Context: an optimization exercise on an open-source flow, tuned for small area, a short achievable clock period and few clock cycles. The choices shown serve that exercise and are no tape-out recipe.
Function was checked by simulation only, so behaviour that the tests miss may differ from the original.
No activity file was given, so power comes from the tool's default toggle rates.

===== flow/config.mk =====
export PLATFORM = sky130hd
export DESIGN_NAME = cpu
export DESIGN_NICKNAME = cpu
export VERILOG_FILES = /design/flow/design.v
export SDC_FILE = /design/flow/constraint.sdc
export NUM_CORES = 4
export LEC_CHECK = 0
export CAP_MARGIN = 40
export CORE_MARGIN = 2
export CORE_UTILIZATION = 30
export SLEW_MARGIN = 40

===== flow/constraint.sdc =====
create_clock -name core_clock -period 110.0 [get_ports {clk}]
set_input_delay 22.0000 -clock core_clock [delete_from_list [all_inputs] [get_ports {clk}]]
set_output_delay 22.0000 -clock core_clock [all_outputs]
set_load 0.01 [all_outputs]

===== flow/run.sh =====
#!/bin/bash
# synth_recipe.tcl (not shown) runs the flow's synth.tcl, then flattens the netlist and writes it again
# the make line also repeats each setting of config.mk as NAME=value (left out here)
make -C /OpenROAD-flow-scripts/flow DESIGN_CONFIG=/design/flow/config.mk WORK_HOME=/design/flow/orfs CLKGATE_MAP_FILE= SYNTH_SCRIPT=/design/flow/synth_recipe.tcl finish

===== flow/design.v =====
module mux2 #(
    parameter N = 32
)(
    input [N-1:0] x,  
    input [N-1:0] y,  
    input sel,  
    output [N-1:0] z  
);
    assign z = (sel == 0) ? x : y;
endmodule
module mux4 #(
    parameter N = 32
)(
    input [N-1:0] v,  
    input [N-1:0] w,  
    input [N-1:0] x,  
    input [N-1:0] y,  
    input [1:0] sel,  
    output reg [N-1:0] z  
);
    always @(v or w or x or y or sel) begin
        case (sel)
            2'b00: z = v;
            2'b01: z = w;
            2'b10: z = x;
            2'b11: z = y;
        endcase
    end
endmodule
module registers (
    input clk,
    input rst,  
    input [3:0] ra,
    input [3:0] rb,
    input we,
    input [3:0] wa,
    input be_mid,  
    input be_hi,   
    input [31:0] wd,
    output [31:0] va,
    output [31:0] vb
);
    reg [31:0] regs [1:15];
    reg [15:1] valid;
    wire [15:0] vld = {valid, 1'b0};
    assign va = vld[ra] ? regs[ra] : 32'b0;
    assign vb = vld[rb] ? regs[rb] : 32'b0;
    always @(posedge clk or negedge rst) begin
        if (rst == 1'b0)
            valid <= 0;
        else if (we && wa != 0)
            valid[wa] <= 1'b1;
    end
    integer i;
    always @(posedge clk) begin
        for (i = 1; i < 16; i = i + 1) begin
            if (we && wa == i) begin
                regs[i][7:0] <= wd[7:0];
                if (be_mid || !valid[i]) regs[i][15:8] <= wd[15:8];
                if (be_hi || !valid[i]) regs[i][31:16] <= wd[31:16];
            end
        end
    end
endmodule
module cpu(
    input clk,
    input rst,  
    output [9:0] imem_addr,    
    input [31:0] imem_rdata,   
    output [11:0] dmem_addr,   
    output [31:0] dmem_wdata,  
    output [3:0] dmem_wmask,   
    output dmem_we,            
    input [31:0] dmem_rdata,   
    output reg is_halted
);
    reg [9:0] pc;      
    reg [31:0] ir;     
    reg ir_v;          
    reg [31:0] z;      
    reg [31:0] hi;
    reg busy;          
    reg [4:0] cnt;     
    reg w_we;          
    reg w_ld;          
    reg w_jal;         
    reg w_st;          
    reg w_half;        
    reg w_word;        
    reg [3:0] w_d;
    reg [31:0] sd;     
    wire [5:0] op = ir[31:26];
    wire [3:0] mode = op[4:1];
    wire is_mov = (op[5:1] == 5'b00000);
    wire is_mem = (op[5:3] == 3'b011);
    wire is_alu = !op[5] && !is_mov && !is_mem;
    wire is_ld = is_mem && !op[0];
    wire is_st = is_mem && op[0];
    wire is_beq = (op == 6'h20);
    wire is_bne = (op == 6'h21);
    wire is_br = is_beq || is_bne;
    wire is_j = (op == 6'h22) || (op == 6'h23);
    wire is_jal = (op == 6'h24);
    wire is_mfhi = (op == 6'h25);
    wire is_halt = op[5] && (op[4] || op[3] || (op[2] && op[1]));
    wire is_mul = is_alu && (mode == 4'd3);
    wire is_div = is_alu && (mode == 4'd4);
    wire use_imm = (is_alu && op[0]) || is_mem;
    wire r_fmt = is_alu && !op[0];
    wire [3:0] ra = ir[21:18];
    wire [3:0] rb = r_fmt ? ir[17:14] : ir[25:22];
    wire [3:0] rd = ir[25:22];
    wire use_a = is_alu || is_mem || is_br;
    wire use_b = r_fmt || is_st || is_br;
    wire wr_d = is_alu || is_mov || is_ld || is_mfhi;
    wire [31:0] ldm = dmem_rdata & {{16{w_word}}, {8{w_half}}, 8'hff};
    wire [31:0] wd = w_ld ? ldm : (w_jal ? sd : z);
    wire [31:0] rfa, rfb;
    registers registers(
        .clk(clk), .rst(rst),
        .ra(ra), .rb(rb),
        .we(w_we), .wa(w_d),
        .be_mid(!w_ld || w_half), .be_hi(!w_ld || w_word),
        .wd(wd),
        .va(rfa), .vb(rfb));
    wire fwd_ok = w_we && !w_ld && !w_jal;
    wire [31:0] a = (fwd_ok && w_d == ra) ? z : rfa;
    wire [31:0] b = (fwd_ok && w_d == rb) ? z : rfb;
    wire lu = w_we && (w_ld || w_jal) &&
              ((use_a && w_d == ra) || (use_b && w_d == rb));
    wire [31:0] y = use_imm ? {14'b0, ir[17:0]} : b;
    wire sub = !(is_mem || mode == 4'd1);
    wire [32:0] as = {1'b0, a} + {1'b0, sub ? ~y : y} + {32'b0, sub};
    wire lt = !as[32];                  
    wire y_big = (y[31:5] != 0);
    wire y_zero = (y == 0);
    reg [5:0] by;
    integer k;
    always @(*) begin
        by = 0;
        for (k = 0; k < 32; k = k + 1)
            if (y[k]) by = k + 1;
    end
    wire [4:0] shl_n = is_div ? (by[4:0] - 5'd1) : y[4:0];
    wire [5:0] shr_n = is_div ? (6'd33 - by) : {y_big, y[4:0]};
    wire [31:0] shl = (y_big && !is_div) ? 32'b0 : (a << shl_n);
    wire [31:0] shr = shr_n[5] ? 32'b0 : (a >> shr_n[4:0]);
    wire eq = (a == b);
    wire taken = is_beq ? eq : !eq;
    reg [31:0] res;
    always @(*) begin
        case (mode)
            4'd5: res = a & y;
            4'd6: res = a | y;
            4'd7: res = a ^ y;
            4'd8: res = ~(a | y);
            4'd9: res = shl;
            4'd10: res = shr;
            4'd11: res = {31'b0, lt};
            default: res = as[31:0];
        endcase
    end
    wire [31:0] mz = busy ? z : y;
    wire [31:0] mh = busy ? hi : 32'b0;
    wire [35:0] mt = {4'b0, mh}
                   + (mz[0] ? {4'b0, a} : 36'b0)
                   + (mz[1] ? {3'b0, a, 1'b0} : 36'b0)
                   + (mz[2] ? {2'b0, a, 2'b0} : 36'b0)
                   + (mz[3] ? {1'b0, a, 3'b0} : 36'b0);
    wire [32:0] dt = {hi, z[31]} - {1'b0, y};
    wire qb = !dt[32];
    wire md = is_mul || is_div;
    wire md_triv = is_mul ? (a == 0 || y_zero) : (y_zero || lt);
    wire md_fin = busy ? (cnt == 0) : md_triv;
    wire e_v = ir_v && !is_halted;
    wire e_go = e_v && !lu;               
    wire e_done = e_go && (!md || md_fin);
    wire redirect = e_done && (is_j || is_jal || (is_br && taken));
    wire [9:0] target = is_br ? ir[9:0] : ir[23:14];
    wire fetch = !is_halted && (e_done || !ir_v);
    assign imem_addr = pc;
    assign dmem_addr = z[11:0];
    assign dmem_wdata = sd;
    assign dmem_wmask = {w_word, w_word, w_half, 1'b1};
    assign dmem_we = w_st;
    always @(posedge clk or negedge rst) begin
        if (rst == 1'b0) begin
            pc <= 0;
            ir_v <= 0;
            is_halted <= 0;
        end
        else begin
            if (e_v && is_halt)
                is_halted <= 1;
            if (redirect) begin
                pc <= target;
                ir_v <= 0;
            end
            else if (fetch) begin
                pc <= pc + 10'd4;
                ir_v <= 1;
            end
        end
    end
    always @(posedge clk) begin
        if (fetch && !redirect)
            ir <= imem_rdata;
        sd <= is_jal ? {22'b0, pc} : b;
        w_d <= is_jal ? 4'd15 : rd;
        w_half <= op[2];
        w_word <= op[2] && op[1];
    end
    always @(posedge clk or negedge rst) begin
        if (rst == 1'b0) begin
            w_we <= 0;
            w_ld <= 0;
            w_jal <= 0;
            w_st <= 0;
        end
        else begin
            w_we <= e_done && ((wr_d && rd != 0) || is_jal);
            w_ld <= e_done && is_ld;
            w_jal <= e_done && is_jal;
            w_st <= e_done && is_st;
        end
    end
    always @(posedge clk or negedge rst) begin
        if (rst == 1'b0) begin
            z <= 0;
            hi <= 0;
            busy <= 0;
            cnt <= 0;
        end
        else if (e_go) begin
            if (is_mul) begin
                if (!busy && md_triv) begin
                    z <= 0;
                    hi <= 0;
                end
                else begin
                    z <= {mt[3:0], mz[31:4]};
                    hi <= mt[35:4];
                    busy <= !md_fin;
                    cnt <= busy ? cnt - 5'd1 : 5'd6;
                end
            end
            else if (is_div) begin
                if (!busy) begin
                    if (y_zero) begin
                        z <= 32'hffffffff;
                        hi <= a;
                    end
                    else if (lt) begin
                        z <= 0;
                        hi <= a;
                    end
                    else begin
                        z <= shl;
                        hi <= shr;
                        busy <= 1;
                        cnt <= 5'd31 - by[4:0] + 5'd1;
                    end
                end
                else begin
                    z <= {z[30:0], qb};
                    hi <= qb ? dt[31:0] : {hi[30:0], z[31]};
                    busy <= !md_fin;
                    cnt <= cnt - 5'd1;
                end
            end
            else if (is_alu || is_mem)
                z <= res;
            else if (is_br)
                z <= {31'b0, taken};
            else if (is_j || is_jal)
                z <= {20'b0, ir[25:14]};
            else if (is_mfhi)
                z <= hi;
        end
    end
endmodule

==> flow_summary.yaml, run 1 <==
run_status:
  status: "no timing/DRC/antenna violations"
worst_setup_path:
  r2r-start: "ir[29]$_DFFE_PP_"
  ff2ff_setup_slack_ns: 98.33
  r2r-end: "hi[30]$_DFFE_PN0P_"
  crit_slowest_cell: "clkdlybuf4s50_1"
  worstRegToRegCells: 36
  slowest_delay_ns: 0.85
  critical_path_arrival_ns: 2.12
  path_buf_inv: 1
  start_kind: "flip-flop"
  crit_required_ns: 88.00
  end_kind: "output pin"
  crit_path_max_fanout: 8
  critPathKind: "reg2out"
  critical_path.cell_chain: "clkdlybuf4s50_1"
  critPathTopFamily: "buffers and inverters"
power:
  p_sw_uw: 182
  pwr-share-clk_pct: 42.6
  intPower_uw: 459
  switching_share_pct: 28.4
  p_comb_share_pct: 11.1
  leakage_nw: 21.3
  vdd_drop_max_v: 0.0000110
  p_total_uw: 641
  p_per_area_nw_per_um2: 11.3
  pwr-share-seq_pct: 46.3
clock_tree:
  cts_buffers: 77
  cts_hold_buffers: 0
  cts-root-buf: "clkbuf_16"
  cts_resized: 0
  clkSlewWorstSetupHoldPaths_ns: 0.06
  worstSkewPairLatency_ns: 0.72
  cts_tree: "yes"
  cts_sinks: 651
  clk_path_buf_depth: 3
  post_cts_buffers: 0
  htree_levels: 3
synth:
  synth_top_area_share_pct: 31.4
  ys_types: 121
  synth_cells: 5237
  synth_nets: 5580
  ys_ff_latch: 651
  syn_area_sq_um: 49000
  yosysSeqAreaShare_pct: 38.1
  synth_enable_flop_cells: 512
  synth_top_area_cell: "edfxtp_1"
  synthArstFlopShare_pct: 15.5
  synthTopCellsByArea: "edfxtp_1 (31%), dfrtp_1 (5.2%), ha_1 (4.7%)"
  yosys_warnings: 35
  syn_area_per_cell_sq_um: 9.36
  ys.flop_type: "edfxtp_1"
sta:
  slew_headroom_pct: 28.2
  final.setup.tns_ns: 0
  clock_skew_ns: 0.0511
  timing.fmax_mhz: 41.5
  finalHoldViolCount: 0
  finalCritPeriodShare_pct: 21.9
  slew_violations: 0
  rsz0062_at_grt: "false"
  setup_slack_ns: 85.88
  setup_viol_count_final: 0
  tightest_slew_ns: 1.07
  period_needed_ns: 24.12
global_routing:
  antenna_found_initial: 24
  grt_pass1_wl_mm: 359
  grtUsageTotal_pct: 29.9
  grt_start_max_net_pins: 58
  gr-total-overflow: 0
  grt_pass1_vias: 46700
floorplanning:
  die_h_um: 408
  pin_count: 126
  core-area_sq_um: 163000
  row_count: 148
  dieArea_sq_um: 167000
  die_w_um: 408
  start_util_pct: 30.1
routing:
  wire_per_inst_um: 34.6
  vias: 49200
  drt_iter0_markers: 9620
  drtPass1Iterations: 11
  drc: 0
  wl_mm: 260
  viasPerCell: 6.54
  ant_nets: 0
cells_and_area:
  final_cell_area_sq_um: 56600
  area_growth_pct: 15.6
  drive_above_1_share_pct: 11.7
  num-nets-final: 5621
worst_hold_path:
  min_from: "pc[0]$_DFFE_PN0P_"
  hp-class: "reg2reg"
  worstHoldPathCells: 2
  hold_path_end: "pc[0]$_DFFE_PN0P_"
placed_design:
  place_area_sq_um: 53800
  dpl.hpwl_mm: 186
  pre_cts_slack_ns: 86.35
  gp_congestion: 1.08
  place.port_buffers: 124
flow_run:
  max-cap-violations: 0
==> per-layer routing <==
| metal | GRT usage, % | part of all wire (%) |
|---|---|---|
| met1 | 37.6 | 37 |
| met2 | 43.3 | 41 |
| met3 | 11.2 | 15 |
| met4 | 18.3 | 7.5 |
| met5 | 0 | 0.080 |
==> logic make-up after synthesis <==
kind of cell    count (synthesis)  synth area share, %
other cells                     1              0.00765
xor+xnor                      152                 2.72
mux                           244                 5.31
buf+inv                       596                 5.18
simple gates                 1508                 14.7
fa+ha+maj                     277                 8.51
flops                         651                 38.1
compound gates               1808                 25.5
==> power groups by stage <==
stage	combinational [mW]	clock, mW	sequential [mW]
after global routing	0.0757	0.283	0.296
final	0.0715	0.273	0.297
after global placement	0.0670	0	0.301
after CTS	0.0684	0.274	0.296
after floorplan	0.0388	0	0.291
after detailed placement	0.0682	0	0.301
==> final cells by class <==
type                            count  area, sq um
Clock buffer                       91         2040
Inverter                          197          739
Antenna cell                        8         20.0
Fill cell                       16600       106000
Multi-Input combinational cell   3990        28600
Timing Repair Buffer              361         3220
Clock inverter                     49          617
Sequential cell                   651        18700
Tap cell                         2175         2720
==> Yosys cell counts (36+ instances only) <==
cell / instances
a31oi_1: 45
nand3_1: 148
a21oi_1: 384
a221oi_1: 64
mux2_2: 49
o31ai_1: 47
mux2i_1: 182
o21ai_0: 302
a222oi_1: 67
xnor2_1: 114
nor2_1: 345
o211ai_1: 53
fa_1: 94
dfxtp_1: 38
nor3_1: 100
o22ai_1: 61
nand4_1: 64
and3_1: 36
a21o_1: 61
nand2b_1: 53
a211oi_1: 42
inv_1: 186
xor2_1: 38
and2_1: 65
a22oi_1: 297
dfrtp_1: 101
nand2_1: 503
clkbuf_1: 280
buf_2: 44
ha_1: 183
edfxtp_1: 512
==> through the flow <==
step	cells	util [%]	hold slack [ns]
after floorplan	5237	-	0.491
after global placement	7355	32.8	0.499
after detailed placement	7372	33.1	0.513
after CTS	7512	34.7	0.537
after global routing	7515	34.8	0.593
final	7522	34.8	0.539
==> flip-flops by register name (all words and copies together) (netlist names), 5 cells and up <==
register,count
registers.regs,480
registers.valid,15
hi,32
cnt,5
z,32
pc,10
sd,32
ir,32
==> worst max-delay path by stage <==
stage | from | end | depth (start not counted)
after floorplan | dmem_rdata[0] | registers.regs[10][0]$_DFFE_PP_ | 2
after global placement | rst | w_jal$_DFF_PN0_ | 2
after detailed placement | dmem_rdata[21] | registers.regs[13][21]$_DFFE_PP_ | 3
after CTS | z[0]$_DFFE_PN0P_ | dmem_addr[0] | 1
after global routing | z[0]$_DFFE_PN0P_ | dmem_addr[0] | 1
final | z[9]$_DFFE_PN0P_ | dmem_addr[9] | 1
==> cell usage in the layout, fill, tap and decap left out, types with 61 or more instances in the layout <==
master           count
mux2i_1            176
nor3_1              96
nand3_1            148
clkbuf_16           78
nand2_1            502
o21ai_0            282
xnor2_1            113
a21o_1              61
o22ai_1             61
a21oi_1            362
inv_1              186
a22oi_1            297
a221oi_1            63
fa_1                94
dfrtp_1             98
a222oi_1            67
nand4_1             64
nor2_1             335
buf_4              216
clkdlybuf4s50_1    123
edfxtp_1           512
and2_1              62
ha_1               183
Testbench counts, summed over its fixed seeds: cycles 68,477.
==> run 2: changes to the inputs <==
--- a/flow/design.v
+++ b/flow/design.v
@@ -27,6 +27,38 @@
         endcase
     end
 endmodule
+module rca #(
+    parameter W = 32
+)(
+    input [W-1:0] x,
+    input [W-1:0] y,
+    input ci,
+    output [W-1:0] s,
+    output co
+);
+    wire [W:0] c;
+    assign c[0] = ci;
+    genvar i;
+    generate
+        for (i = 0; i < W; i = i + 1) begin : bit_
+            assign s[i] = x[i] ^ y[i] ^ c[i];
+            assign c[i+1] = (x[i] & y[i]) | (x[i] & c[i]) | (y[i] & c[i]);
+        end
+    endgenerate
+    assign co = c[W];
+endmodule
+module csa #(
+    parameter W = 32
+)(
+    input [W-1:0] x,
+    input [W-1:0] y,
+    input [W-1:0] z,
+    output [W-1:0] s,
+    output [W-1:0] c
+);
+    assign s = x ^ y ^ z;
+    assign c = {(x[W-2:0] & y[W-2:0]) | (x[W-2:0] & z[W-2:0]) | (y[W-2:0] & z[W-2:0]), 1'b0};
+endmodule
 module registers (
     input clk,
     input rst,  
@@ -105,6 +137,7 @@
     wire is_halt = op[5] && (op[4] || op[3] || (op[2] && op[1]));
     wire is_mul = is_alu && (mode == 4'd3);
     wire is_div = is_alu && (mode == 4'd4);
+    wire is_sll = is_alu && (mode == 4'd9);
     wire use_imm = (is_alu && op[0]) || is_mem;
     wire r_fmt = is_alu && !op[0];
     wire [3:0] ra = ir[21:18];
@@ -129,49 +162,80 @@
     wire lu = w_we && (w_ld || w_jal) &&
               ((use_a && w_d == ra) || (use_b && w_d == rb));
     wire [31:0] y = use_imm ? {14'b0, ir[17:0]} : b;
-    wire sub = !(is_mem || mode == 4'd1);
-    wire [32:0] as = {1'b0, a} + {1'b0, sub ? ~y : y} + {32'b0, sub};
-    wire lt = !as[32];                  
     wire y_big = (y[31:5] != 0);
     wire y_zero = (y == 0);
-    reg [5:0] by;
+    wire busy_div = busy && is_div;
+    wire sub = !(is_mem || mode == 4'd1);
+    wire [32:0] opa = busy_div ? {hi, a[cnt]} : {1'b0, a};
+    wire [32:0] opb = {1'b0, y} ^ {33{sub}};
+    wire [32:0] as;
+    wire as_co;
+    rca #(33) addsub(.x(opa), .y(opb), .ci(sub), .s(as), .co(as_co));
+    wire lt = !as_co;                   
+    reg [5:0] by, bx;
+    reg [2:0] ny;
     integer k;
     always @(*) begin
         by = 0;
-        for (k = 0; k < 32; k = k + 1)
+        bx = 0;
+        ny = 0;
+        for (k = 0; k < 32; k = k + 1) begin
             if (y[k]) by = k + 1;
+            if (a[k]) bx = k + 1;
+        end
+        for (k = 0; k < 8; k = k + 1)
+            if (y[4*k +: 4] != 0) ny = k;
     end
-    wire [4:0] shl_n = is_div ? (by[4:0] - 5'd1) : y[4:0];
-    wire [5:0] shr_n = is_div ? (6'd33 - by) : {y_big, y[4:0]};
-    wire [31:0] shl = (y_big && !is_div) ? 32'b0 : (a << shl_n);
-    wire [31:0] shr = shr_n[5] ? 32'b0 : (a >> shr_n[4:0]);
-    wire eq = (a == b);
+    wire [5:0] dn = bx - by + 6'd1;    
+    reg [31:0] ar;
+    integer m;
+    always @(*)
+        for (m = 0; m < 32; m = m + 1)
+            ar[m] = a[31-m];
+    wire [31:0] sh_in = is_sll ? ar : a;
+    wire [5:0] sh_n = is_div ? dn : {y_big, y[4:0]};
+    wire [31:0] sh = sh_n[5] ? 32'b0 : (sh_in >> sh_n[4:0]);
+    reg [31:0] shr;
+    always @(*)
+        for (m = 0; m < 32; m = m + 1)
+            shr[m] = sh[31-m];
+    wire [31:0] xr = a ^ y;
+    wire eq = (xr == 0);
     wire taken = is_beq ? eq : !eq;
     reg [31:0] res;
     always @(*) begin
         case (mode)
             4'd5: res = a & y;
             4'd6: res = a | y;
-            4'd7: res = a ^ y;
+            4'd7: res = xr;
             4'd8: res = ~(a | y);
-            4'd9: res = shl;
-            4'd10: res = shr;
+            4'd9: res = shr;
+            4'd10: res = sh;
             4'd11: res = {31'b0, lt};
             default: res = as[31:0];
         endcase
     end
-    wire [31:0] mz = busy ? z : y;
-    wire [31:0] mh = busy ? hi : 32'b0;
-    wire [35:0] mt = {4'b0, mh}
-                   + (mz[0] ? {4'b0, a} : 36'b0)
-                   + (mz[1] ? {3'b0, a, 1'b0} : 36'b0)
-                   + (mz[2] ? {2'b0, a, 2'b0} : 36'b0)
-                   + (mz[3] ? {1'b0, a, 3'b0} : 36'b0);
-    wire [32:0] dt = {hi, z[31]} - {1'b0, y};
-    wire qb = !dt[32];
+    wire [2:0] di = busy ? cnt[2:0] : ny;
+    wire [3:0] dg = y[{di, 2'b00} +: 4];
+    wire [36:0] pp0 = {5'b0, a & {32{dg[0]}}};
+    wire [36:0] pp1 = {4'b0, a & {32{dg[1]}}, 1'b0};
+    wire [36:0] pp2 = {3'b0, a & {32{dg[2]}}, 2'b0};
+    wire [36:0] pp3 = {2'b0, a & {32{dg[3]}}, 3'b0};
+    wire [36:0] ppz = {1'b0, busy ? z : 32'b0, 4'b0};
+    wire [36:0] s1, c1, s2, c2, s3, c3, ml;
+    csa #(37) csa1(.x(pp0), .y(pp1), .z(pp2), .s(s1), .c(c1));
+    csa #(37) csa2(.x(s1), .y(c1), .z(pp3), .s(s2), .c(c2));
+    csa #(37) csa3(.x(s2), .y(c2), .z(ppz), .s(s3), .c(c3));
+    rca #(37) mcpa(.x(s3), .y(c3), .ci(1'b0), .s(ml), .co());
+    wire [27:0] mh = busy ? hi[27:0] : 28'b0;
+    wire [27:0] mhi;
+    rca #(28) minc(.x(mh), .y(28'b0), .ci(1'b1), .s(mhi), .co());
+    wire [31:0] mhn = {ml[36] ? mhi : mh, ml[35:32]};
+    wire qb = as_co;
+    wire [31:0] dr = qb ? as[31:0] : {hi[30:0], a[cnt]};
     wire md = is_mul || is_div;
     wire md_triv = is_mul ? (a == 0 || y_zero) : (y_zero || lt);
-    wire md_fin = busy ? (cnt == 0) : md_triv;
+    wire md_fin = busy ? (cnt == 0) : (md_triv || (is_mul && ny == 0));
     wire e_v = ir_v && !is_halted;
     wire e_go = e_v && !lu;               
     wire e_done = e_go && (!md || md_fin);
@@ -238,10 +302,10 @@
                     hi <= 0;
                 end
                 else begin
-                    z <= {mt[3:0], mz[31:4]};
-                    hi <= mt[35:4];
+                    z <= ml[31:0];
+                    hi <= mhn;
                     busy <= !md_fin;
-                    cnt <= busy ? cnt - 5'd1 : 5'd6;
+                    cnt <= {2'b0, di} - 5'd1;
                 end
             end
             else if (is_div) begin
@@ -255,15 +319,15 @@
                         hi <= a;
                     end
                     else begin
-                        z <= shl;
-                        hi <= shr;
+                        z <= 0;
+                        hi <= sh;
                         busy <= 1;
-                        cnt <= 5'd31 - by[4:0] + 5'd1;
+                        cnt <= dn[4:0] - 5'd1;
                     end
                 end
                 else begin
                     z <= {z[30:0], qb};
-                    hi <= qb ? dt[31:0] : {hi[30:0], z[31]};
+                    hi <= dr;
                     busy <= !md_fin;
                     cnt <= cnt - 5'd1;
                 end
==> flow/config.mk (replaced) <==
export PLATFORM = sky130hd
export DESIGN_NAME = cpu
export DESIGN_NICKNAME = cpu
export VERILOG_FILES = /design/flow/design.v
export SDC_FILE = /design/flow/constraint.sdc
export NUM_CORES = 4
export LEC_CHECK = 0
export ABC_AREA = 1
export CAP_MARGIN = 20
export CORE_MARGIN = 2
export CORE_UTILIZATION = 45
export SLEW_MARGIN = 20
==> flow_summary.yaml, run 2 <==
clock_tree:
  cts_hold_buffers: 0
  clk_path_buf_depth: 3
  cts_resized: 0
  cts-root-buf: "clkbuf_16"
  htree_levels: 3
  post_cts_buffers: 0
  cts_buffers: 76
  cts_tree: "yes"
  cts_sinks: 651
  worstSkewPairLatency_ns: 0.69
  clkSlewWorstSetupHoldPaths_ns: 0.06
routing:
  ant_nets: 0
  wl_mm: 210
  drt_iter0_markers: 7723
  drc: 0
  wire_per_inst_um: 30.2
  drtPass1Iterations: 7
  viasPerCell: 6.37
  vias: 44300
sta:
  setup_viol_count_final: 0
  slew_violations: 0
  tightest_slew_ns: 1.21
  finalHoldViolCount: 0
  clock_skew_ns: 0.0548
  slew_headroom_pct: 19.3
  finalCritPeriodShare_pct: 21.9
  rsz0062_at_grt: "false"
  period_needed_ns: 24.10
  final.setup.tns_ns: 0
  timing.fmax_mhz: 41.5
global_routing:
  grt_start_max_net_pins: 70
  grtUsageTotal_pct: 40.0
  gr-total-overflow: 0
  grt_pass1_vias: 41200
  antenna_found_initial: 5
  grt_pass1_wl_mm: 296
synth:
  synthTopCellsByArea: "edfxtp_1 (34%), nand2_1 (11%), fa_1 (6.8%)"
  synth_nets: 5871
  ys.flop_type: "edfxtp_1"
  ys_ff_latch: 651
  yosys_warnings: 35
  synth_top_area_cell: "edfxtp_1"
  synth_common_cells: "nand2_1 (1,376), inv_1 (695), edfxtp_1 (512)"
  synth_cells: 5531
  yosysMostFrequentCell: "nand2_1"
  synthArstFlopShare_pct: 15.5
  syn_area_sq_um: 45400
  synth_top_area_share_pct: 33.9
  yosysSeqAreaShare_pct: 41.1
  synth_enable_flop_cells: 512
  syn_area_per_cell_sq_um: 8.20
  ys_types: 71
worst_setup_path:
  critical_path_arrival_ns: 2.10
  crit_required_ns: 88.00
  ff2ff_setup_slack_ns: 86.50
  r2r-start: "ir[19]$_DFFE_PP_"
  start_kind: "flip-flop"
  crit_slowest_cell: "dfxtp_1"
  path_buf_inv: 1
  crit_path_max_fanout: 10
  slowest_delay_ns: 0.76
  worstRegToRegCells: 73
  critical_path.cell_chain: "clkdlybuf4s50_1"
  r2r-end: "ir[19]$_DFFE_PP_"
  critPathKind: "reg2out"
  end_kind: "output pin"
  critPathTopFamily: "flip-flops"
floorplanning:
  start_util_pct: 45.4
  pin_count: 126
  die_w_um: 322
  dieArea_sq_um: 103000
  core-area_sq_um: 100000
  die_h_um: 322
  row_count: 116
cells_and_area:
  stdcell_count: 6957
  nFillCells: 9545
  largest_register_ffs: 480
  area_growth_pct: 12.1
  utilization_pct: 50.9
  final_cell_area_sq_um: 50900
  regMostFlops: "registers.regs"
  multi_input_area_sq_um: 22700
  layout_common_cells: "nand2_1 (1,376), inv_1 (691), edfxtp_1 (512)"
  seq_area_sq_um: 18700
  num-nets-final: 5936
  final_common_cell: "nand2_1"
  drive_above_1_share_pct: 8.03
worst_hold_path:
  min_from: "ir[28]$_DFFE_PP_"
  hp-class: "reg2reg"
  worstHoldPathCells: 0
  hold_path_end: "w_half$_DFF_P_"
power:
  p_total_uw: 669
  pwr-share-clk_pct: 40.7
  pwr-share-seq_pct: 45.0
  p_sw_uw: 191
  leakage_nw: 20.8
  vdd_drop_max_v: 0.0000165
  p_per_area_nw_per_um2: 13.2
  switching_share_pct: 28.5
  intPower_uw: 478
  p_comb_share_pct: 14.3
flow_run:
  max-cap-violations: 0
placed_design:
  gp_congestion: 1.05
  place.port_buffers: 124
  place_area_sq_um: 48200
  placed_cells: 6815
  dpl.hpwl_mm: 146
run_status:
  status: "no timing/DRC/antenna violations"
run 2: changes by cell type after synthesis, sizes merged, moves of 140 or more:
cell | before | now
a22oi | 299 | 23
nand2 | 505 | 1401
inv | 190 | 717
o21ai | 325 | 563
a21oi | 387 | 247
mux2i | 186 | 6
run 2: how the worst max path moves through the flow:
stage	from	endpoint	slack [ns]	depth (start not counted)
final	w_half$_DFF_P_	dmem_wmask[1]	85.90	1
after global routing	ir[29]$_DFFE_PP_	hi[6]$_DFFE_PN0P_	85.83	77
after CTS	w_half$_DFF_P_	dmem_wmask[1]	85.93	1
after detailed placement	dmem_rdata[20]	registers.regs[2][20]$_DFFE_PP_	86.28	3
after global placement	dmem_rdata[9]	registers.regs[14][9]$_DFFE_PP_	86.30	3
after floorplan	dmem_rdata[25]	registers.regs[10][25]$_DFFE_PP_	87.28	2
run 2: power groups by stage:
stage	clock (mW)	combinational (mW)	sequential [mW]
floorplan	0	0.0558	0.301
global placement	0	0.0913	0.306
detailed placement	0	0.0924	0.305
CTS	0.273	0.0932	0.301
global route	0.282	0.104	0.302
finish	0.272	0.0960	0.301
run 2: cell families after synthesis:
family	share of synthesized area, %
AOI/OAI and AO/OA	18.0
xor gates and xnor gates	0.965
adders and majority gates	10.1
buffers and inverters	9.20
DFF	41.1
muxes	0.132
other	0.00827
and+or+nand+nor	20.4
run 2: per-layer routing:
metal,vias to the layer above,GRT usage (%),wire (um)
li1,18900,-,-
met1,21200,56.5,83300
met2,3520,54.6,82600
met3,641,11.8,30800
met4,6,21.6,13100
met5,-,0.662,122
run 2: cell type report:
| class | instances | area share, % |
|---|---|---|
| Antenna cell | 3 | 0.0148 |
| Tap cell | 1298 | 3.19 |
| Sequential cell | 651 | 36.7 |
| Multi-Input combinational cell | 3851 | 44.7 |
| Timing Repair Buffer | 281 | 4.77 |
| Inverter | 735 | 5.43 |
| Clock buffer | 97 | 3.95 |
| Clock inverter | 41 | 1.23 |
run 2: metrics by stage:
step / hold WS, ns / setup WS (ns)
global placement: 0.478 / 86.30
global route: 0.521 / 85.83
floorplan: 0.435 / 87.28
finish: 0.502 / 85.90
CTS: 0.502 / 85.93
detailed placement: 0.490 / 86.28
Testbench counts of run 2, summed over its fixed seeds: cycles 59,218.
==> run 3: changes to the inputs <==
--- a/flow/config.mk
+++ b/flow/config.mk
@@ -9,4 +9,5 @@
 export CAP_MARGIN = 20
 export CORE_MARGIN = 2
 export CORE_UTILIZATION = 45
+export CTS_BUF_LIST = sky130_fd_sc_hd__clkbuf_4 sky130_fd_sc_hd__clkbuf_8
 export SLEW_MARGIN = 20
==> flow_summary.yaml, run 3 <==
run_status:
  status: "no timing/DRC/antenna violations"
placed_design:
  dpl.hpwl_mm: 146
  pre_cts_slack_ns: 86.28
  placed_cells: 6815
  place.port_buffers: 124
  gp_congestion: 1.05
  place_area_sq_um: 48200
cells_and_area:
  utilization_pct: 50.5
  drive_above_1_share_pct: 9.19
  area_growth_pct: 11.4
  layout_common_cells: "nand2_1 (1,376), inv_1 (690), edfxtp_1 (512)"
  regMostFlops: "registers.regs"
  stdcell_count: 7026
  final_cell_area_sq_um: 50500
  num-nets-final: 5971
  largest_register_ffs: 480
  final_common_cell: "nand2_1"
sta:
  period_needed_ns: 24.24
  slew_violations: 0
  clock_skew_ns: 0.0580
  tightest_slew_ns: 1.28
  slew_headroom_pct: 13.8
  timing.fmax_mhz: 41.3
  finalHoldViolCount: 0
  final.setup.tns_ns: 0
  rsz0062_at_grt: "false"
  setup_viol_count_final: 0
  finalCritPeriodShare_pct: 22.0
  fin_hold_ws_ns: 0.508
  setup_slack_ns: 85.76
worst_hold_path:
  min_from: "ir[28]$_DFFE_PP_"
  hp-class: "reg2reg"
  hold_path_end: "w_half$_DFF_P_"
  worstHoldPathCells: 0
clock_tree:
  cts_sinks: 651
  cts_buffers: 112
  htree_levels: 3
  post_cts_buffers: 0
  cts_resized: 0
  cts_tree: "yes"
  worstSkewPairLatency_ns: 0.84
  clk_path_buf_depth: 3
  cts_hold_buffers: 0
  clkSlewWorstSetupHoldPaths_ns: 0.06
  cts-root-buf: "clkbuf_8"
synth:
  syn_area_sq_um: 45400
  ys_types: 71
  synth_top_area_share_pct: 33.9
  yosysSeqAreaShare_pct: 41.1
  yosysMostFrequentCell: "nand2_1"
  synth_nets: 5871
  synth_enable_flop_cells: 512
  syn_area_per_cell_sq_um: 8.20
  synthArstFlopShare_pct: 15.5
  synth_cells: 5531
  synthTopCellsByArea: "edfxtp_1 (34%), nand2_1 (11%), fa_1 (6.8%)"
  ys_ff_latch: 651
  synth_top_area_cell: "edfxtp_1"
  yosys_warnings: 35
  ys.flop_type: "edfxtp_1"
  synth_common_cells: "nand2_1 (1,376), inv_1 (695), edfxtp_1 (512)"
floorplanning:
  die_w_um: 322
  die_h_um: 322
  dieArea_sq_um: 103000
  core-area_sq_um: 100000
  row_count: 116
  pin_count: 126
  start_util_pct: 45.4
worst_setup_path:
  path_buf_inv: 1
  critical_path_arrival_ns: 2.24
  critPathTopFamily: "flip-flops"
  r2r-end: "ir[19]$_DFFE_PP_"
  r2r-start: "ir[19]$_DFFE_PP_"
  crit_required_ns: 88.00
  critPathKind: "reg2out"
  critical_path.cell_chain: "clkdlybuf4s50_1"
  ff2ff_setup_slack_ns: 86.64
  slowest_delay_ns: 0.76
  worstRegToRegCells: 72
  crit_path_max_fanout: 10
  crit_slowest_cell: "dfxtp_1"
  start_kind: "flip-flop"
  end_kind: "output pin"
power:
  p_per_area_nw_per_um2: 12.5
  p_total_uw: 631
  vdd_drop_max_v: 0.00000939
  leakage_nw: 20.7
routing:
  viasPerCell: 6.33
  ant_nets: 0
  vias: 44500
  drtPass1Iterations: 7
  drc: 0
  drt_iter0_markers: 7392
  wl_mm: 210
  wire_per_inst_um: 29.9
global_routing:
  grt_pass1_vias: 41500
  grt_start_max_net_pins: 70
  grt_pass1_wl_mm: 296
  gr-total-overflow: 0
  antenna_found_initial: 8
  grtUsageTotal_pct: 40.0
flow_run:
  max-cap-violations: 0
run 3: cell counts after synthesis:
No cell type changed its count.
run 3: cell families (layout without fill, tap and decap cells):
kind of cell	count (synthesis)	in the layout	share of synthesized area [%]
other	1	4	0.00827
xor gates and xnor gates	50	50	0.965
buffers and inverters	1029	1223	9.20
adders and majority gates	274	274	10.1
and+or+nand+nor	2195	2195	20.4
muxes	6	6	0.132
DFF	651	651	41.1
AOI/OAI and AO/OA	1325	1325	18.0
run 3: layout make-up:
type                       count  area (sq um)
fill                        9655         49500
clock inverter                57           474
sequential                   651         18700
multi-input combinational   3851         22700
timing repair buffer         280          2410
clock buffer                 151          1850
antenna                        3          7.51
tap                         1298          1620
inverter                     735          2760
run 3: worst max path at each step:
stage	startpoint	end	slack (ns)	depth (start not counted)
after floorplan	dmem_rdata[25]	registers.regs[10][25]$_DFFE_PP_	87.28	2
after global placement	dmem_rdata[9]	registers.regs[14][9]$_DFFE_PP_	86.30	3
after detailed placement	dmem_rdata[20]	registers.regs[2][20]$_DFFE_PP_	86.28	3
after CTS	w_half$_DFF_P_	dmem_wmask[1]	85.75	1
after global routing	w_half$_DFF_P_	dmem_wmask[1]	85.74	1
final	w_half$_DFF_P_	dmem_wmask[1]	85.76	1
run 3: per-layer routing:
| layer | up-vias | track usage (%) | share of wire [%] |
|---|---|---|---|
| met5 | - | 0.662 | 0.065 |
| met3 | 642 | 12.6 | 15 |
| met2 | 3496 | 55.0 | 40 |
| met4 | 8 | 20.3 | 5.8 |
| met1 | 21300 | 56.4 | 40 |
| li1 | 19000 | - | - |
run 3: power breakdown:
part	internal, mW	switching [mW]
combinational	0.0272	0.0689
clock	0.123	0.111
sequential	0.292	0.00926
==> run 4: changes to the inputs <==
--- a/flow/design.v
+++ b/flow/design.v
@@ -107,6 +107,7 @@
     output reg is_halted
 );
     reg [9:0] pc;      
+    reg [9:0] pcn;     
     reg [31:0] ir;     
     reg ir_v;          
     reg [31:0] z;      
@@ -239,9 +240,13 @@
     wire e_v = ir_v && !is_halted;
     wire e_go = e_v && !lu;               
     wire e_done = e_go && (!md || md_fin);
-    wire redirect = e_done && (is_j || is_jal || (is_br && taken));
-    wire [9:0] target = is_br ? ir[9:0] : ir[23:14];
+    wire redirect = e_done && ((is_beq && taken) || (is_bne && !taken));
+    wire [9:0] target = is_beq ? ir[9:0] : pcn;
     wire fetch = !is_halted && (e_done || !ir_v);
+    wire [5:0] fop = imem_rdata[31:26];
+    wire f_jmp = (fop == 6'h22) || (fop == 6'h23) || (fop == 6'h24);
+    wire f_bne = (fop == 6'h21);
+    wire [9:0] pc4 = pc + 10'd4;
     assign imem_addr = pc;
     assign dmem_addr = z[11:0];
     assign dmem_wdata = sd;
@@ -261,15 +266,17 @@
                 ir_v <= 0;
             end
             else if (fetch) begin
-                pc <= pc + 10'd4;
+                pc <= f_bne ? imem_rdata[9:0] : (f_jmp ? imem_rdata[23:14] : pc4);
                 ir_v <= 1;
             end
         end
     end
     always @(posedge clk) begin
-        if (fetch && !redirect)
+        if (fetch && !redirect) begin
             ir <= imem_rdata;
-        sd <= is_jal ? {22'b0, pc} : b;
+            pcn <= pc4;
+        end
+        sd <= is_jal ? {22'b0, pcn} : b;
         w_d <= is_jal ? 4'd15 : rd;
         w_half <= op[2];
         w_word <= op[2] && op[1];
--- a/flow/config.mk
+++ b/flow/config.mk
@@ -9,5 +9,4 @@
 export CAP_MARGIN = 20
 export CORE_MARGIN = 2
 export CORE_UTILIZATION = 45
-export CTS_BUF_LIST = sky130_fd_sc_hd__clkbuf_4 sky130_fd_sc_hd__clkbuf_8
 export SLEW_MARGIN = 20
==> flow_summary.yaml, run 4 <==
floorplanning:
  start_util_pct: 45.2
  row_count: 117
  core-area_sq_um: 101000
  die_w_um: 323
  pin_count: 126
  die_h_um: 323
  dieArea_sq_um: 104000
clock_tree:
  cts_buffers: 79
  cts_sinks: 661
  clk_path_buf_depth: 3
  cts_tree: "yes"
  cts_hold_buffers: 0
  clkSlewWorstSetupHoldPaths_ns: 0.06
  cts-root-buf: "clkbuf_16"
  htree_levels: 3
  worstSkewPairLatency_ns: 0.68
  cts_resized: 0
  post_cts_buffers: 0
worst_setup_path:
  ff2ff_setup_slack_ns: 86.16
  critPathTopFamily: "flip-flops"
  critical_path.cell_chain: "clkdlybuf4s50_1"
  path_buf_inv: 1
  crit_required_ns: 88.00
  r2r-end: "hi[16]$_DFFE_PN0P_"
  critPathKind: "reg2out"
  crit_path_max_fanout: 10
  end_kind: "output pin"
  start_kind: "flip-flop"
  critical_path_arrival_ns: 2.07
  crit_slowest_cell: "dfxtp_1"
  r2r-start: "ir[27]$_DFFE_PP_"
  worstRegToRegCells: 77
  cp-startpoint: "w_half$_DFF_P_"
  slowest_delay_ns: 0.74
synth:
  yosysSeqAreaShare_pct: 41.4
  yosys_warnings: 35
  synth_enable_flop_cells: 522
  synth_cells: 5602
  ys.flop_type: "edfxtp_1"
  synth_common_cells: "nand2_1 (1,428), inv_1 (682), edfxtp_1 (522)"
  syn_area_per_cell_sq_um: 8.18
  syn_area_sq_um: 45800
  ys_types: 71
  synth_nets: 5941
  synthTopCellsByArea: "edfxtp_1 (34%), nand2_1 (12%), fa_1 (6.8%)"
  yosysMostFrequentCell: "nand2_1"
  synth_top_area_cell: "edfxtp_1"
  synthArstFlopShare_pct: 15.3
  synth_top_area_share_pct: 34.2
  ys_ff_latch: 661
cells_and_area:
  regMostFlops: "registers.regs"
  final_common_cell: "nand2_1"
  nFillCells: 9733
  layout_common_cells: "nand2_1 (1,427), inv_1 (679), edfxtp_1 (522)"
  final_cell_area_sq_um: 51500
  largest_register_ffs: 480
  num-nets-final: 6009
  drive_above_1_share_pct: 8.48
  area_growth_pct: 12.3
routing:
  drt_iter0_markers: 7193
  dr_wl_met2_mm: 86.0
  wl_mm: 214
  vias: 44600
  wire_per_inst_um: 30.1
  viasPerCell: 6.28
  drc: 0
  met1_length_mm: 83.5
  highest_layer: "met4"
  wl_met3_mm: 30.5
  ant_nets: 0
  drtPass1Iterations: 8
power:
  intPower_uw: 502
  pwr-share-seq_pct: 44.6
  leakage_nw: 21.2
  p_per_area_nw_per_um2: 14.0
  pwr-share-clk_pct: 37.7
  p_comb_share_pct: 17.7
  p_sw_uw: 216
  vdd_drop_max_v: 0.0000146
  switching_share_pct: 30.1
sta:
  setup_viol_count_final: 0
  finalCritPeriodShare_pct: 21.9
  period_needed_ns: 24.07
  slew_headroom_pct: 20.3
  tightest_slew_ns: 1.19
  clock_skew_ns: 0.0381
  slew_violations: 0
  final.setup.tns_ns: 0
  rsz0062_at_grt: "false"
  finalHoldViolCount: 0
  timing.fmax_mhz: 41.6
global_routing:
  grt_start_max_net_pins: 64
  grtUsageTotal_pct: 40.5
  gr-total-overflow: 0
  grt_pass1_vias: 41700
  antenna_found_initial: 4
  grt_pass1_wl_mm: 301
placed_design:
  dpl.hpwl_mm: 149
  gp_congestion: 1.04
  place.port_buffers: 124
  place_area_sq_um: 48800
worst_hold_path:
  worstHoldPathCells: 0
  hp-class: "reg2reg"
  min_from: "pc[0]$_DFFE_PN0P_"
  hold_path_end: "pcn[0]$_DFFE_PP_"
run_status:
  status: "no timing/DRC/antenna violations"
flow_run:
  max-cap-violations: 0
run 4: routing by layer:
layer  up-vias  global-route usage [%]
met2      3489                    56.9
met4         0                    21.5
met3       690                    12.0
li1      19100                       -
met1     21300                    56.0
met5         -                       0
run 4: power by group through the flow:
| stage | sequential [mW] | clock [mW] | combinational, mW |
|---|---|---|---|
| finish | 0.320 | 0.271 | 0.127 |
| global route | 0.321 | 0.281 | 0.138 |
| CTS | 0.320 | 0.272 | 0.123 |
| detailed placement | 0.325 | 0 | 0.123 |
| global placement | 0.325 | 0 | 0.121 |
| floorplan | 0.320 | 0 | 0.0730 |
run 4: cell families (layout without fill, tap and decap cells):
logic type	count (synthesis)	after routing	synth area share, %
multiplexers	10	10	0.218
XOR/XNOR	51	51	0.974
other	1	2	0.00818
buffers and inverters	1039	1167	9.23
adder cells (fa/ha/maj)	273	273	9.99
AO/OA/AOI/OAI	1307	1307	17.4
AND/OR/NAND/NOR	2260	2260	20.8
flip-flops	661	661	41.4
run 4: through the flow:
| step | setup WS, ns | hold WS, ns | cells | power (mW) | util [%] |
|---|---|---|---|---|---|
| 6_report | 85.93 | 0.493 | 7099 | 0.718 | 50.7 |
| 5_1_grt | 85.34 | 0.515 | 7098 | 0.740 | 50.7 |
| 4_1_cts | 85.93 | 0.489 | 7096 | 0.715 | 50.7 |
| 3_5_place_dp | 85.78 | 0.471 | 6955 | 0.447 | 48.1 |
| 3_3_place_gp | 85.71 | 0.480 | 6950 | 0.446 | 48.0 |
| 2_1_floorplan | 86.34 | 0.446 | 5602 | 0.393 | - |
run 4: area by class of cell:
class / instances / area, sq um / share of cell area (%)
multi-input combinational: 3902 / 22900 / 44.5
sequential: 661 / 19000 / 36.8
inverter: 741 / 2780 / 5.40
timing repair buffer: 285 / 2490 / 4.85
clock buffer: 101 / 2140 / 4.16
tap: 1368 / 1710 / 3.32
clock inverter: 40 / 472 / 0.916
antenna: 1 / 2.50 / 0.00486
run 4: worst max path at each step:
stage                          to  cells after the start
2_1_floorplan   pc[6]$_DFFE_PN0P_                     14
3_3_place_gp    pc[7]$_DFFE_PN0P_                     15
3_5_place_dp    pc[0]$_DFFE_PN0P_                     11
4_1_cts             dmem_wmask[1]                      1
5_1_grt        hi[16]$_DFFE_PN0P_                     77
6_report            dmem_wmask[1]                      1
Testbench counts of run 4, summed over its fixed seeds: cycles 56,898.
==> run 5: changes to the inputs <==
--- a/flow/design.v
+++ b/flow/design.v
@@ -122,6 +122,7 @@
     reg w_word;        
     reg [3:0] w_d;
     reg [31:0] sd;     
+    reg half_on, word_on;  
     wire [5:0] op = ir[31:26];
     wire [3:0] mode = op[4:1];
     wire is_mov = (op[5:1] == 5'b00000);
@@ -227,7 +228,12 @@
     csa #(37) csa1(.x(pp0), .y(pp1), .z(pp2), .s(s1), .c(c1));
     csa #(37) csa2(.x(s1), .y(c1), .z(pp3), .s(s2), .c(c2));
     csa #(37) csa3(.x(s2), .y(c2), .z(ppz), .s(s3), .c(c3));
-    rca #(37) mcpa(.x(s3), .y(c3), .ci(1'b0), .s(ml), .co());
+    wire mco;
+    wire [17:0] mh0, mh1;
+    rca #(19) mcpl(.x(s3[18:0]), .y(c3[18:0]), .ci(1'b0), .s(ml[18:0]), .co(mco));
+    rca #(18) mcph0(.x(s3[36:19]), .y(c3[36:19]), .ci(1'b0), .s(mh0), .co());
+    rca #(18) mcph1(.x(s3[36:19]), .y(c3[36:19]), .ci(1'b1), .s(mh1), .co());
+    assign ml[36:19] = mco ? mh1 : mh0;
     wire [27:0] mh = busy ? hi[27:0] : 28'b0;
     wire [27:0] mhi;
     rca #(28) minc(.x(mh), .y(28'b0), .ci(1'b1), .s(mhi), .co());
@@ -235,7 +241,7 @@
     wire qb = as_co;
     wire [31:0] dr = qb ? as[31:0] : {hi[30:0], a[cnt]};
     wire md = is_mul || is_div;
-    wire md_triv = is_mul ? (a == 0 || y_zero) : (y_zero || lt);
+    wire md_triv = is_mul ? (a == 0 || y_zero) : (y_zero || bx < by);
     wire md_fin = busy ? (cnt == 0) : (md_triv || (is_mul && ny == 0));
     wire e_v = ir_v && !is_halted;
     wire e_go = e_v && !lu;               
@@ -250,7 +256,7 @@
     assign imem_addr = pc;
     assign dmem_addr = z[11:0];
     assign dmem_wdata = sd;
-    assign dmem_wmask = {w_word, w_word, w_half, 1'b1};
+    assign dmem_wmask = {~word_on, ~word_on, ~half_on, 1'b1};
     assign dmem_we = w_st;
     always @(posedge clk or negedge rst) begin
         if (rst == 1'b0) begin
@@ -280,6 +286,8 @@
         w_d <= is_jal ? 4'd15 : rd;
         w_half <= op[2];
         w_word <= op[2] && op[1];
+        half_on <= !op[2];
+        word_on <= !(op[2] && op[1]);
     end
     always @(posedge clk or negedge rst) begin
         if (rst == 1'b0) begin
@@ -321,7 +329,7 @@
                         z <= 32'hffffffff;
                         hi <= a;
                     end
-                    else if (lt) begin
+                    else if (bx < by) begin
                         z <= 0;
                         hi <= a;
                     end
==> flow/flow/run.sh (new file) <==
#!/bin/bash
# The standard layout with two changes:
#  - synthesis maps the logic with an area-oriented ABC script (flow/abc.script)
#    in place of ORFS's; everything else in synthesis is the standard flow's own script
#    (synth_recipe.tcl), so the registers are the standard synthesis's;
#  - the input and output ports get buf_4 buffers.
set -euo pipefail
W=$PWD
F=$W/flow
# synth_recipe.tcl, with yosys's abc command wrapped to use flow/abc.script
# and no delay target
{
  cat <<TCL
proc abc {args} {
  set i [lsearch -exact \$args -script]
  if {\$i >= 0} { set args [lreplace \$args \$i [expr {\$i + 1}] -script $F/abc.script] }
  set i [lsearch -exact \$args -D]
  if {\$i >= 0} { set args [lreplace \$args \$i [expr {\$i + 1}]] }
  yosys abc {*}\$args
}
TCL
  cat "$W/synth_recipe.tcl"
} > "$W/flow_synth.tcl"
export BUFFER_PORTS_ARGS="-buffer_cell sky130_fd_sc_hd__buf_4"
bash "$W/standard.sh" SYNTH_SCRIPT="$W/flow_synth.tcl" finish > "$W/standard.log" 2>&1
==> flow/flow/abc.script (new file) <==
strash
&get -n
&dch
&nf -p -R 1000
&put
topo
stime -c
upsize -c
dnsize -c
==> flow/standard.sh (new file) <==
#!/bin/bash
# synth_recipe.tcl (not shown) runs the flow's synth.tcl, then flattens the netlist and writes it again
# the make line also repeats each setting of config.mk as NAME=value (left out here)
make -C /OpenROAD-flow-scripts/flow DESIGN_CONFIG=/design/flow/config.mk WORK_HOME=/design/flow/orfs CLKGATE_MAP_FILE= SYNTH_SCRIPT=/design/flow/synth_recipe.tcl "${@:-finish}"
removed: flow/run.sh
==> flow_summary.yaml, run 5 <==
run_status:
  status: "no timing/DRC/antenna violations"
clock_tree:
  cts_hold_buffers: 0
  cts_sinks: 663
  cts_buffers: 74
  clkSlewWorstSetupHoldPaths_ns: 0.06
  clk_path_buf_depth: 3
  cts-root-buf: "clkbuf_16"
  htree_levels: 3
  cts_tree: "yes"
  post_cts_buffers: 0
  cts_resized: 0
  worstSkewPairLatency_ns: 0.68
sta:
  finalHoldViolCount: 0
  slew_headroom_pct: 11.9
  clock_skew_ns: 0.0507
  rsz0062_at_grt: "false"
  slew_violations: 0
  period_needed_ns: 23.57
  setup_slack_ns: 86.43
  tightest_slew_ns: 1.31
  finalCritPeriodShare_pct: 21.4
  timing.fmax_mhz: 42.4
  setup_viol_count_final: 0
  final.setup.tns_ns: 0
synth:
  synth_common_cells: "nor2_1 (541), edfxtp_1 (522), nand2_1 (451)"
  synthArstFlopShare_pct: 15.2
  synth_enable_flop_cells: 522
  yosysMostFrequentCell: "nor2_1"
  ys_types: 93
  ys.flop_type: "edfxtp_1"
  syn_area_per_cell_sq_um: 9.81
  yosys_warnings: 35
  synth_top_area_share_pct: 37.5
  syn_area_sq_um: 41800
  ys_ff_latch: 663
  synth_cells: 4264
  synth_nets: 4610
  synth_top_area_cell: "edfxtp_1"
  yosysSeqAreaShare_pct: 45.4
  synthTopCellsByArea: "edfxtp_1 (37%), fa_1 (6.7%), dfrtp_1 (6.0%)"
placed_design:
  gp_congestion: 1.10
  placed_cells: 5791
  pre_cts_slack_ns: 85.77
  place.port_buffers: 124
  dpl.hpwl_mm: 124
power:
  leakage_nw: 17.3
  p_per_area_nw_per_um2: 15.1
  vdd_drop_max_v: 0.0000172
  p_total_uw: 731
cells_and_area:
  area_growth_pct: 15.7
  regMostFlops: "registers.regs"
  num-nets-final: 4971
  final_common_cell: "nor2_1"
  largest_register_ffs: 480
  stdcell_count: 5930
  drive_above_1_share_pct: 11.3
  layout_common_cells: "nor2_1 (523), edfxtp_1 (522), nand2_1 (451)"
routing:
  drc: 0
  vias: 40300
  wire_per_inst_um: 31.5
  drt_iter0_markers: 7466
  ant_nets: 0
  viasPerCell: 6.79
  drtPass1Iterations: 9
  wl_mm: 187
global_routing:
  grt_pass1_vias: 38500
  gr-total-overflow: 0
  grt_start_max_net_pins: 66
  antenna_found_initial: 9
  grtUsageTotal_pct: 38.7
  grt_pass1_wl_mm: 267
worst_setup_path:
  critPathKind: "in2reg"
  crit_required_ns: 110.52
  worstRegToRegCells: 56
  critical_path_arrival_ns: 24.09
  start_kind: "input pin"
  end_kind: "flip-flop"
  crit_path_max_fanout: 19
worst_hold_path:
  worstHoldPathCells: 0
  hp-class: "reg2reg"
floorplanning:
  die_w_um: 309
  dieArea_sq_um: 95400
  pin_count: 126
  die_h_um: 309
  row_count: 111
  start_util_pct: 45.5
  core-area_sq_um: 91900
flow_run:
  max-cap-violations: 0
run 5: changes by cell type in the layout (fill, tap and decap cells not counted), moves of 65 or more:
cell / previous run / this run
a222oi_1: 0 / 86
nor2_1: 392 / 523
clkdlybuf4s50_1: 123 / 0
inv_1: 679 / 2
a21oi_1: 216 / 366
clkinv_1: 43 / 271
nand2_1: 1427 / 451
a22oi_1: 19 / 330
o21ai_0: 454 / 319
mux2i_1: 10 / 75
buf_4: 158 / 299
run 5: logic make-up (layout without fill, tap and decap cells):
family,after synthesis,count (layout),synth area share (%)
DFF,663,663,45.4
AOI/OAI and AO/OA,1494,1494,22.7
buffers and inverters,289,708,2.74
adders and majority gates,280,280,10.9
xor gates and xnor gates,74,74,1.55
and+or+nand+nor,1376,1376,14.5
other,1,5,0.00897
muxes,87,87,2.16
run 5: per-stage QoR:
stage | hold WS (ns) | instance area, sq um | utilization [%]
6_report | 0.470 | 48400 | 52.6
3_5_place_dp | 0.463 | 45900 | 49.9
2_1_floorplan | 0.441 | 41800 | -
3_3_place_gp | 0.468 | 45900 | 49.9
4_1_cts | 0.478 | 48400 | 52.6
5_1_grt | 0.506 | 48400 | 52.6
run 5: final timing paths:
| kind | from | to | slack [ns] |
|---|---|---|---|
| max in group asynchronous | rst | busy$_DFFE_PN0P_ | 87.73 |
| min reg2reg | pc[0]$_DFFE_PN0P_ | pcn[0]$_DFFE_PP_ | 0.47 |
| max reg2reg | ir[27]$_DFFE_PP_ | z[0]$_DFFE_PN0P_ | 88.43 |
| min in group asynchronous | rst | hi[18]$_DFFE_PN0P_ | 21.21 |
| min | pc[0]$_DFFE_PN0P_ | pcn[0]$_DFFE_PP_ | 0.47 |
| max | imem_rdata[29] | pc[0]$_DFFE_PN0P_ | 86.43 |
run 5: cell type report:
| type | instances | area, sq um |
|---|---|---|
| antenna | 4 | 10.0 |
| timing repair buffer | 301 | 2250 |
| clock buffer | 98 | 2060 |
| tap | 1243 | 1560 |
| fill | 8526 | 43600 |
| sequential | 663 | 19000 |
| clock inverter | 36 | 428 |
| multi-input combinational | 3312 | 22000 |
| inverter | 273 | 1020 |
run 5: critical path: stages:
cell and delay [ns]:
buf_4 0.12, nor3b_1 0.46, nand3_1 0.68, a31oi_1 0.47, mux2_1 0.36
run 5: power breakdown:
group          switching [mW]  leakage [nW]  internal, mW
Clock                   0.111          1.22         0.146
Sequential             0.0254          6.32         0.309
Combinational          0.0911          9.76        0.0482
Total                   0.228          17.3         0.503
run 5: routing by layer:
metal	up-vias	routed length (um)	global-route usage, %
li1	16900	-	-
met1	19200	70100	52.0
met2	3403	76400	55.4
met3	725	28100	12.6
met4	6	12100	20.6
met5	-	39	0
Testbench counts of run 5, summed over its fixed seeds: cycles 56,928.
==> run 6: changes to the inputs <==
==> flow/flow/abc.script (replaced) <==
strash
&get -n
&dch
&nf -p -R 1000
&put
topo
stime -c
buffer -c
upsize -c
dnsize -c
==> flow_summary.yaml, run 6 <==
worst_setup_path:
  path_buf_inv: 1
  end_kind: "output pin"
  critPathKind: "reg2out"
  crit_path_max_fanout: 2
  crit_required_ns: 88.00
  critPathTopFamily: "flip-flops"
  slowest_delay_ns: 0.69
  critical_path_arrival_ns: 1.60
  start_kind: "flip-flop"
  critical_path.cell_chain: "buf_4"
  crit_slowest_cell: "dfxtp_1"
synth:
  ys_types: 89
  synthTopCellsByArea: "edfxtp_1 (36%), fa_1 (6.5%), dfrtp_1 (5.8%)"
  synthArstFlopShare_pct: 15.2
  synth_common_cells: "nor2_1 (555), edfxtp_1 (522), nand2_1 (451)"
  syn_area_sq_um: 43200
  synth_nets: 4943
  synth_enable_flop_cells: 522
  synth_top_area_cell: "edfxtp_1"
  synth_cells: 4597
  synth_top_area_share_pct: 36.2
  yosys_warnings: 35
  ys.flop_type: "edfxtp_1"
  yosysSeqAreaShare_pct: 43.9
  syn_area_per_cell_sq_um: 9.41
  yosysMostFrequentCell: "nor2_1"
  ys_ff_latch: 663
routing:
  wl_mm: 207
  wire_per_inst_um: 34.7
  drt_iter0_markers: 8155
  drc: 0
  drtPass1Iterations: 8
  ant_nets: 0
  viasPerCell: 6.91
  vias: 41200
floorplanning:
  dieArea_sq_um: 98600
  row_count: 113
  core-area_sq_um: 95200
  die_h_um: 314
  pin_count: 126
  die_w_um: 314
  start_util_pct: 45.5
run_status:
  status: "no timing/DRC/antenna violations"
placed_design:
  gp_congestion: 1.06
  place_area_sq_um: 46100
  dpl.hpwl_mm: 141
  place.port_buffers: 124
clock_tree:
  cts-root-buf: "clkbuf_16"
  cts_sinks: 663
  cts_tree: "yes"
  cts_buffers: 76
  cts_hold_buffers: 0
  post_cts_buffers: 0
  clkSlewWorstSetupHoldPaths_ns: 0.06
  worstSkewPairLatency_ns: 0.70
  cts_resized: 0
  htree_levels: 3
  clk_path_buf_depth: 3
sta:
  tightest_slew_ns: 1.22
  period_needed_ns: 23.60
  final.setup.tns_ns: 0
  finalCritPeriodShare_pct: 21.5
  slew_headroom_pct: 19.0
  fin_hold_ws_ns: 0.474
  finalHoldViolCount: 0
  slew_violations: 0
  setup_viol_count_final: 0
  clock_skew_ns: 0.0526
  timing.fmax_mhz: 42.4
  rsz0062_at_grt: "false"
worst_hold_path:
  hp-class: "reg2reg"
cells_and_area:
  drive_above_1_share_pct: 12.5
  num-nets-final: 4987
  seq_area_sq_um: 19000
  area_growth_pct: 12.7
  multi_input_area_sq_um: 22100
  largest_register_ffs: 480
  regMostFlops: "registers.regs"
  utilization_pct: 51.2
  nFillCells: 8797
  final_cell_area_sq_um: 48700
  layout_common_cells: "nor2_1 (522), edfxtp_1 (522), nand2_1 (450)"
power:
  p_total_uw: 749
  vdd_drop_max_v: 0.0000135
  leakage_nw: 18.6
  p_per_area_nw_per_um2: 15.4
flow_run:
  max-cap-violations: 0
global_routing:
  grt_pass1_vias: 38600
  use_met1_pct: 58.2
  antenna_found_initial: 13
  grt_pass1_wl_mm: 290
  gr-total-overflow: 0
  grtUsageTotal_pct: 41.3
  met2_usage_pct: 56.4
  use_met3_pct: 13.6
  busiest_layer: "met1"
  grt_start_max_net_pins: 80
-- run 6: final cells by class --
| class | instances | area share [%] |
|---|---|---|
| tap | 1265 | 3.25 |
| antenna | 2 | 0.0103 |
| clock buffer | 93 | 4.07 |
| timing repair buffer | 315 | 4.89 |
| clock inverter | 47 | 1.35 |
| sequential | 663 | 39.0 |
| multi-input combinational | 3312 | 45.3 |
| inverter | 273 | 2.10 |
-- run 6: final timing paths --
path                                        start               end  slack [ns]  cells after the start
worst max-delay path                sd[3]$_DFF_P_     dmem_wdata[3]       86.40                      1
worst min register to register  pc[0]$_DFFE_PN0P_  pcn[0]$_DFFE_PP_        0.47                      0
min in group asynchronous                     rst  z[1]$_DFFE_PN0P_       21.17                      1
worst max register to register   ir[28]$_DFFE_PP_  z[0]$_DFFE_PN0P_       88.50                     58
max in group asynchronous                     rst    w_ld$_DFF_PN0_       87.76                      2
worst min-delay path            pc[0]$_DFFE_PN0P_  pcn[0]$_DFFE_PP_        0.47                      0
-- run 6: cell families after synthesis --
| group | synth area share, % |
|---|---|
| AOI/OAI and AO/OA | 22.1 |
| and+or+nand+nor | 13.9 |
| DFF | 43.9 |
| buffers and inverters | 5.98 |
| adders and majority gates | 10.5 |
| muxes | 2.07 |
| xor gates and xnor gates | 1.50 |
| other | 0.00867 |
-- run 6: layer usage --
| layer | vias to the layer above | share of wire, % | routed length [um] |
|---|---|---|---|
| met4 | 10 | 6.0 | 12400 |
| met2 | 3581 | 40 | 82100 |
| met5 | - | 0.035 | 73 |
| met1 | 20000 | 39 | 80100 |
| met3 | 663 | 16 | 32100 |
| li1 | 16900 | - | - |
-- run 6: where the power goes --
part | total [mW] | switching (mW) | internal (mW)
Clock | 0.271 | 0.115 | 0.157
Sequential | 0.334 | 0.0241 | 0.309
Combinational | 0.144 | 0.0945 | 0.0491
Total | 0.749 | 0.233 | 0.515
-- run 6: through the flow --
step / std cells / setup slack [ns]
final: 5970 / 86.40
after global routing: 5968 / 86.44
after CTS: 5967 / 86.46
after detailed placement: 5827 / 86.00
after global placement: 5827 / 86.03
after floorplan: 4597 / 86.69
==> run 7: changes to the inputs <==
--- a/flow/design.v
+++ b/flow/design.v
@@ -75,8 +75,18 @@
     reg [31:0] regs [1:15];
     reg [15:1] valid;
     wire [15:0] vld = {valid, 1'b0};
-    assign va = vld[ra] ? regs[ra] : 32'b0;
-    assign vb = vld[rb] ? regs[rb] : 32'b0;
+    reg [31:0] va_r, vb_r;
+    integer j;
+    always @(*) begin
+        va_r = 0;
+        vb_r = 0;
+        for (j = 1; j < 16; j = j + 1) begin
+            va_r = va_r | (regs[j] & {32{vld[j] && ra == j}});
+            vb_r = vb_r | (regs[j] & {32{vld[j] && rb == j}});
+        end
+    end
+    assign va = va_r;
+    assign vb = vb_r;
     always @(posedge clk or negedge rst) begin
         if (rst == 1'b0)
             valid <= 0;
==> flow_summary.yaml, run 7 <==
clock_tree:
  cts_hold_buffers: 0
  cts_buffers: 76
  htree_levels: 3
  clkSlewWorstSetupHoldPaths_ns: 0.06
  clk_path_buf_depth: 3
  post_cts_buffers: 0
  cts_sinks: 663
  cts-root-buf: "clkbuf_16"
  cts_resized: 0
global_routing:
  antenna_found_initial: 5
  grt_pass1_vias: 36200
  grt_pass1_wl_mm: 258
  grtUsageTotal_pct: 36.6
  gr-total-overflow: 0
cells_and_area:
  layout_common_cells: "edfxtp_1 (522), nor2_1 (442), nand2_1 (440)"
  drive_above_1_share_pct: 12.3
  final_common_cell: "edfxtp_1"
  num-nets-final: 4686
  final_cell_area_sq_um: 47800
  regMostFlops: "registers.regs"
power:
  p_per_area_nw_per_um2: 15.9
  p_total_uw: 760
  leakage_nw: 19.0
  vdd_drop_max_v: 0.0000159
routing:
  drc: 0
  wl_mm: 184
  drtPass1Iterations: 13
  ant_nets: 0
  viasPerCell: 6.82
  wire_per_inst_um: 32.4
worst_setup_path:
  crit_path_max_fanout: 6
  path_buf_inv: 1
  crit_required_ns: 88.00
  crit_slowest_cell: "dfrtp_1"
  critical_path_arrival_ns: 1.40
  critPathTopFamily: "flip-flops"
  r2r-start: "ir[27]$_DFFE_PP_"
  cp-startpoint: "z[10]$_DFFE_PN0P_"
  critical_path.cell_chain: "buf_4"
placed_design:
  place.port_buffers: 124
  dpl.hpwl_mm: 125
  place_area_sq_um: 45200
  gp_congestion: 1.04
floorplanning:
  pin_count: 126
  die_h_um: 312
  die_w_um: 312
  core-area_sq_um: 94600
  row_count: 113
sta:
  slew_headroom_pct: 19.3
  rsz0062_at_grt: "false"
  period_needed_ns: 23.40
  tightest_slew_ns: 1.20
  finalCritPeriodShare_pct: 21.3
  clock_skew_ns: 0.0504
  slew_violations: 0
synth:
  yosysMostFrequentCell: "edfxtp_1"
  synth_cells: 4321
  synthTopCellsByArea: "edfxtp_1 (37%), fa_1 (6.5%), dfrtp_1 (5.9%)"
  synth_enable_flop_cells: 522
  synthArstFlopShare_pct: 15.2
  synth_nets: 4666
  yosys_warnings: 3
  ys.flop_type: "edfxtp_1"
  synth_top_area_cell: "edfxtp_1"
  synth_top_area_share_pct: 36.6
  yosysSeqAreaShare_pct: 44.4
  synth_common_cells: "edfxtp_1 (522), nor2_1 (448), nand2_1 (441)"
run_status:
  status: "no timing/DRC/antenna violations"
worst_hold_path:
  hp-class: "reg2reg"
  min_from: "pc[0]$_DFFE_PN0P_"
flow_run:
  max-cap-violations: 0
-- run 7: cell count changes after synthesis, moves of 20 or more --
cell / before / now
nor2_1: 555 / 448
a31oi_1: 65 / 37
a22oi_1: 323 / 128
nand3_1: 112 / 77
o21ai_1: 77 / 26
o221ai_1: 3 / 29
a21oi_1: 383 / 322
a222oi_1: 86 / 218
a221oi_1: 39 / 59
mux2i_1: 74 / 104
o22ai_1: 80 / 41
and3_1: 3 / 52
o21ai_0: 307 / 254
-- run 7: final timing paths --
check                           depth (start not counted)                  to  slack [ns]
worst min-delay path                                    0    pcn[0]$_DFFE_PP_        0.49
worst max register to register                         54   hi[3]$_DFFE_PN0P_       88.07
max in group asynchronous                               2    busy$_DFFE_PN0P_       87.24
worst max-delay path                                    1       dmem_addr[10]       86.60
worst min register to register                          0    pcn[0]$_DFFE_PP_        0.49
min in group asynchronous                               1  hi[20]$_DFFE_PN0P_       21.41
-- run 7: kinds of logic after synthesis --
kind of cell | share of synthesized area (%)
AOI/OAI and AO/OA | 20.9
and+or+nand+nor | 13.2
xor gates and xnor gates | 1.47
buffers and inverters | 6.46
DFF | 44.4
muxes | 3.00
adders and majority gates | 10.6
other | 0.00876
-- run 7: where the power goes --
group / switching (mW) / total [mW] / internal [mW]
combinational: 0.106 / 0.157 / 0.0507
clock: 0.111 / 0.271 / 0.160
sequential: 0.0236 / 0.332 / 0.308
-- run 7: cell type report --
type,instances,area [sq um]
flip-flops and latches,663,19000
well taps,1265,1580
clock inverters,47,594
inverters,266,998
multi-input cells,3035,21300
diodes,3,7.51
fillers,8715,46800
repair buffers,299,2240
clock buffers,93,2060
-- run 7: metrics by stage --
stage | hold WS (ns) | utilization, % | setup WS, ns | instances
3_5_place_dp | 0.478 | 47.7 | 86.05 | 5528
4_1_cts | 0.495 | 50.6 | 86.58 | 5668
2_1_floorplan | 0.343 | - | 86.67 | 4321
5_1_grt | 0.503 | 50.6 | 86.57 | 5669
3_3_place_gp | 0.485 | 47.7 | 86.05 | 5528
6_report | 0.490 | 50.6 | 86.60 | 5671
-- run 7: worst register-to-register path: cells and delay by family (launching register included) --
kind	cells	cell delay, ns
fa+ha+maj	31	14.49
flops	1	0.61
xor+xnor	1	0.20
compound gates	7	1.99
mux	1	0.71
simple gates	9	2.23
buf+inv	5	1.55
-- run 7: layer usage --
metal  routed length, um  part of all wire [%]  GRT usage (%)  vias up
met5                  41                 0.022              0        -
met4               10400                   5.6           18.0        6
met3               27100                    15           10.5      537
met2               75400                    41           51.8     3141
met1               70800                    39           51.3    18800
li1                    -                     -              -    16200
Testbench counts of run 7, summed over its fixed seeds: cycles 56,928.

Check on run 7: ideal ports give 86.600 ns setup slack; a clkbuf_16 on the clock port and buf_2 on the inputs give 86.525 ns; moving port delays by the midpoint clock arrival (0.736 ns) as well gives 86.062 ns.
